Source: an optimization exercise on an open RTL-to-GDS flow (aim: small area). Production flows keep margins and buffers that such runs may drop. Where RTL was checked, it was by simulation tests only, not by an equivalence proof against the original.

== old ==
## Cordic
module Cordic(
	input clk,
	input [12:0] x_0,
	input [12:0] y_0,
	input [12:0] z_0,
	output [12:0] x_N,
	output [12:0] y_N,
	output [12:0] z_N
);
Size in the first run: roughly 340 flip-flops, roughly 0.017 mm2 of cells after synthesis.
export LEC_CHECK = 0
export CAP_MARGIN = 20
export CORE_MARGIN = 2
export CORE_UTILIZATION = 40
export CTS_BUF_LIST = sky130_fd_sc_hd__clkbuf_8
export CTS_CLUSTER_DIAMETER = 100
export CTS_CLUSTER_SIZE = 18
export GPL_TIMING_DRIVEN = 0
export SLEW_MARGIN = 20
create_clock -name core_clock -period 3.2 [get_ports {clk}]
standard.sh (not shown) runs the stock make flow with config.mk's settings and CLKGATE_MAP_FILE= SYNTH_SCRIPT=/design/flow/synth_recipe.tcl, a recipe that flattens the netlist after the stock synthesis.
==> flow/flow/run.sh <==
#!/bin/bash
# Standard layout, except: the port buffers that placement inserts use the smallest
# buffer cell, and the buffers synthesis left in the netlist are removed before global
# placement (placement's repair then buffers only where it needs to).
set -euo pipefail
export BUFFER_PORTS_ARGS="-buffer_cell sky130_fd_sc_hd__buf_1"
export PRE_GLOBAL_PLACE_TCL="$PWD/flow/rmbuf.tcl"
bash standard.sh > standard.log 2>&1
==> flow/flow/rmbuf.tcl <==
remove_buffers
Having completed the whole flow, old delivered a layout that passed the timing, DRC and antenna checks.
Inputs modified between old and new:
--- a/flow/design.v
+++ b/flow/design.v
@@ -218,62 +218,34 @@
 	localparam [12:0] IM6 = 13'd12, JM6 = 13'd12;   
 	localparam [7:0] KM6 = 8'd0;
 	reg [12:0] xr6, yr6; reg [7:0] zr6;
 	always @(posedge clk) begin xr6 <= xn5 ^ IM6; yr6 <= yn5 ^ JM6; zr6 <= zf5[7:0] ^ KM6; end
 	wire [12:0] xs6 = xr6 ^ IM6, ys6 = yr6 ^ JM6;
 	wire [7:0] zs6 = zr6 ^ KM6;
 	wire d6 = zs6[7];   
 	wire signed [12:0] xss6 = xs6, yss6 = ys6;
 	wire [12:0] xsh6 = xss6 >>> 6, ysh6 = yss6 >>> 6;
 	wire [12:0] bx6 = ysh6 ^ {13{~d6}}, by6 = xsh6 ^ {13{d6}};
 	wire [12:0] xn6, yn6;
-	wire cx6_3;
-	CordicMachine #(.N(3), .FIRST(1)) ax6_0 (.a(xs6[2:0]), .b(bx6[2:0]), .ci(~d6), .s(xn6[2:0]), .co(cx6_3));
-	wire cx6_7;
-	CordicMachine #(.N(4), .FIRST(0)) ax6_1 (.a(xs6[6:3]), .b(bx6[6:3]), .ci(cx6_3), .s(xn6[6:3]), .co(cx6_7));
-	wire [12:7] qx6 = xs6[12:7] ^ {6{bx6[12]}};
-	wire kx6 = cx6_7 ^ bx6[12];   
-	wire [13:7] px6;
-	assign px6[7] = 1'b1;
-	assign px6[8] = px6[7] & qx6[7];
-	assign xn6[7] = xs6[7] ^ (kx6 & px6[7]);
-	assign px6[9] = px6[8] & qx6[8];
-	assign xn6[8] = xs6[8] ^ (kx6 & px6[8]);
-	assign px6[10] = px6[9] & qx6[9];
-	assign xn6[9] = xs6[9] ^ (kx6 & px6[9]);
-	assign px6[11] = px6[10] & qx6[10];
-	assign xn6[10] = xs6[10] ^ (kx6 & px6[10]);
-	assign px6[12] = px6[11] & qx6[11];
-	assign xn6[11] = xs6[11] ^ (kx6 & px6[11]);
-	assign px6[13] = px6[12] & qx6[12];
-	assign xn6[12] = xs6[12] ^ (kx6 & px6[12]);
-	wire cy6_3;
-	CordicMachine #(.N(3), .FIRST(1)) ay6_0 (.a(ys6[2:0]), .b(by6[2:0]), .ci(d6), .s(yn6[2:0]), .co(cy6_3));
-	wire cy6_7;
-	CordicMachine #(.N(4), .FIRST(0)) ay6_1 (.a(ys6[6:3]), .b(by6[6:3]), .ci(cy6_3), .s(yn6[6:3]), .co(cy6_7));
-	wire [12:7] qy6 = ys6[12:7] ^ {6{by6[12]}};
-	wire ky6 = cy6_7 ^ by6[12];   
-	wire [13:7] py6;
-	assign py6[7] = 1'b1;
-	assign py6[8] = py6[7] & qy6[7];
-	assign yn6[7] = ys6[7] ^ (ky6 & py6[7]);
-	assign py6[9] = py6[8] & qy6[8];
-	assign yn6[8] = ys6[8] ^ (ky6 & py6[8]);
-	assign py6[10] = py6[9] & qy6[9];
-	assign yn6[9] = ys6[9] ^ (ky6 & py6[9]);
-	assign py6[11] = py6[10] & qy6[10];
-	assign yn6[10] = ys6[10] ^ (ky6 & py6[10]);
-	assign py6[12] = py6[11] & qy6[11];
-	assign yn6[11] = ys6[11] ^ (ky6 & py6[11]);
-	assign py6[13] = py6[12] & qy6[12];
-	assign yn6[12] = ys6[12] ^ (ky6 & py6[12]);
+	wire cx6_4;
+	CordicMachine #(.N(4), .FIRST(1)) ax6_0 (.a(xs6[3:0]), .b(bx6[3:0]), .ci(~d6), .s(xn6[3:0]), .co(cx6_4));
+	wire cx6_8;
+	CordicMachine #(.N(4), .FIRST(0)) ax6_1 (.a(xs6[7:4]), .b(bx6[7:4]), .ci(cx6_4), .s(xn6[7:4]), .co(cx6_8));
+	wire cx6_13;
+	CordicMachine #(.N(5), .FIRST(0)) ax6_2 (.a(xs6[12:8]), .b(bx6[12:8]), .ci(cx6_8), .s(xn6[12:8]), .co(cx6_13));
+	wire cy6_4;
+	CordicMachine #(.N(4), .FIRST(1)) ay6_0 (.a(ys6[3:0]), .b(by6[3:0]), .ci(d6), .s(yn6[3:0]), .co(cy6_4));
+	wire cy6_8;
+	CordicMachine #(.N(4), .FIRST(0)) ay6_1 (.a(ys6[7:4]), .b(by6[7:4]), .ci(cy6_4), .s(yn6[7:4]), .co(cy6_8));
+	wire cy6_13;
+	CordicMachine #(.N(5), .FIRST(0)) ay6_2 (.a(ys6[12:8]), .b(by6[12:8]), .ci(cy6_8), .s(yn6[12:8]), .co(cy6_13));
 	wire [6:0] zf6;
 	wire [6:0] za6 = {~d6, d6, d6, d6, ~d6, ~d6, 1'b1};   
 	wire cz6_5;
 	CordicMachine #(.N(5), .FIRST(1)) az6_0 (.a(zs6[4:0]), .b(za6[4:0]), .ci(1'b0), .s(zf6[4:0]), .co(cz6_5));
 	wire cz6_7;
 	CordicMachine #(.N(2), .FIRST(0)) az6_1 (.a(zs6[6:5]), .b(za6[6:5]), .ci(cz6_5), .s(zf6[6:5]), .co(cz6_7));
 	localparam [12:0] IM7 = 13'd12, JM7 = 13'd12;   
 	localparam [6:0] KM7 = 7'd4;
 	reg [12:0] xr7, yr7; reg [6:0] zr7;
 	always @(posedge clk) begin xr7 <= xn6 ^ IM7; yr7 <= yn6 ^ JM7; zr7 <= zf6[6:0] ^ KM7; end
 	wire [12:0] xs7 = xr7 ^ IM7, ys7 = yr7 ^ JM7;
- new vs old, number of cells on the worst reg-to-reg path went up by 1.
- old → new: final critical delay including setup and external delays moved down; global routing met3 resource utilization level; post-layout instance count excluding filler cells level.
- Wire: new routes less than old
- new: mean cell area of the mapped netlist higher than old
- Sequential share of layout area, new and old: lower on old
- new vs old: setup slack after layout up in new
Only the layout flow was run in old; the RTL was not checked for function there.


Cordic, a different RTL version from the one above (not shown whole).
For scale: about 1,500 cells after synthesis, ~79 I/O pins, about 17,000 sq um of cells after synthesis.
export LEC_CHECK = 0
export CAP_MARGIN = 20
export CORE_MARGIN = 2
export CORE_UTILIZATION = 40
export CTS_BUF_LIST = sky130_fd_sc_hd__clkbuf_8
export CTS_CLUSTER_DIAMETER = 100
export CTS_CLUSTER_SIZE = 18
export GPL_TIMING_DRIVEN = 0
export SLEW_MARGIN = 20
create_clock -name core_clock -period 3.2 [get_ports {clk}]
Scripts as last shown in full above: flow/flow/run.sh, flow/flow/rmbuf.tcl
Next try:
--- a/flow/design.v
+++ b/flow/design.v
@@ -291,17 +291,17 @@
 	assign py6[13] = py6[12] & qy6[12];
 	assign yn6[12] = ys6[12] ^ (ky6 & py6[12]);
 	wire [6:0] zf6;
 	wire [6:0] za6 = {~d6, d6, d6, d6, ~d6, ~d6, 1'b1};   
 	wire cz6_5;
 	CordicMachine #(.N(5), .FIRST(1)) az6_0 (.a(zs6[4:0]), .b(za6[4:0]), .ci(1'b0), .s(zf6[4:0]), .co(cz6_5));
 	wire cz6_7;
 	CordicMachine #(.N(2), .FIRST(0)) az6_1 (.a(zs6[6:5]), .b(za6[6:5]), .ci(cz6_5), .s(zf6[6:5]), .co(cz6_7));
-	localparam [12:0] IM7 = 13'd4, JM7 = 13'd4;   
+	localparam [12:0] IM7 = 13'd12, JM7 = 13'd12;   
 	localparam [6:0] KM7 = 7'd4;
 	reg [12:0] xr7, yr7; reg [6:0] zr7;
 	always @(posedge clk) begin xr7 <= xn6 ^ IM7; yr7 <= yn6 ^ JM7; zr7 <= zf6[6:0] ^ KM7; end
 	wire [12:0] xs7 = xr7 ^ IM7, ys7 = yr7 ^ JM7;
 	wire [6:0] zs7 = zr7 ^ KM7;
 	wire d7 = zs7[6];   
 	wire signed [12:0] xss7 = xs7, yss7 = ys7;
 	wire [12:0] xsh7 = xss7 >>> 7, ysh7 = yss7 >>> 7;
The new run finished with timing, DRC and antenna clean.
Routed wire length is higher by 1.3%.
Area after synthesis stays flat.
Non-clock buffer count is higher by 13.
Worst setup slack improves by 4.3 ps.
Utilization is higher by 0.36 points.
Register-to-register slack is about the same.
Via count barely changes.
Cell area is higher by 0.81%.
Cell count is higher by 0.81%.
Global-route usage is higher by 0.18 points.
Function was not checked in any run of this note: the RTL went through the layout flow alone.

==> static timing again, ports no longer ideal <==
How much do the figures lean on ideal ports? The routed layouts below were timed once more, with nothing changed but the port constraints. Step 1 assumes that a clkbuf_16 drives the clock port and a buf_2 every other input. Step 2 adds t to the input delays and takes it off the output delays; t is the mean of the earliest and latest rising clock arrival at the registers after step 1. Input paths then give back, and output paths get back, about the clock's delay inside the block. a / b / c = ideal / step 1 / step 2; a / b = the first two.
run	t (ns)	slack for setup (ns)	pins driven straight from the clock port
old	0.625	0.108 / 0.108 / -0.264	1
new	0.607	0.124 / 0.124 / -0.197	1
the first run of note 2	0.621	0.110 / 0.110 / -0.263	1
the second run of note 2	0.607	0.114 / 0.114 / -0.334	1
With both steps, setup timing fails in every run listed, where it was met with ideal ports. For the second run of note 2, which loses most, drivers alone change the setup slack by 0.000 ns; drivers and shift together by -0.448 ns.
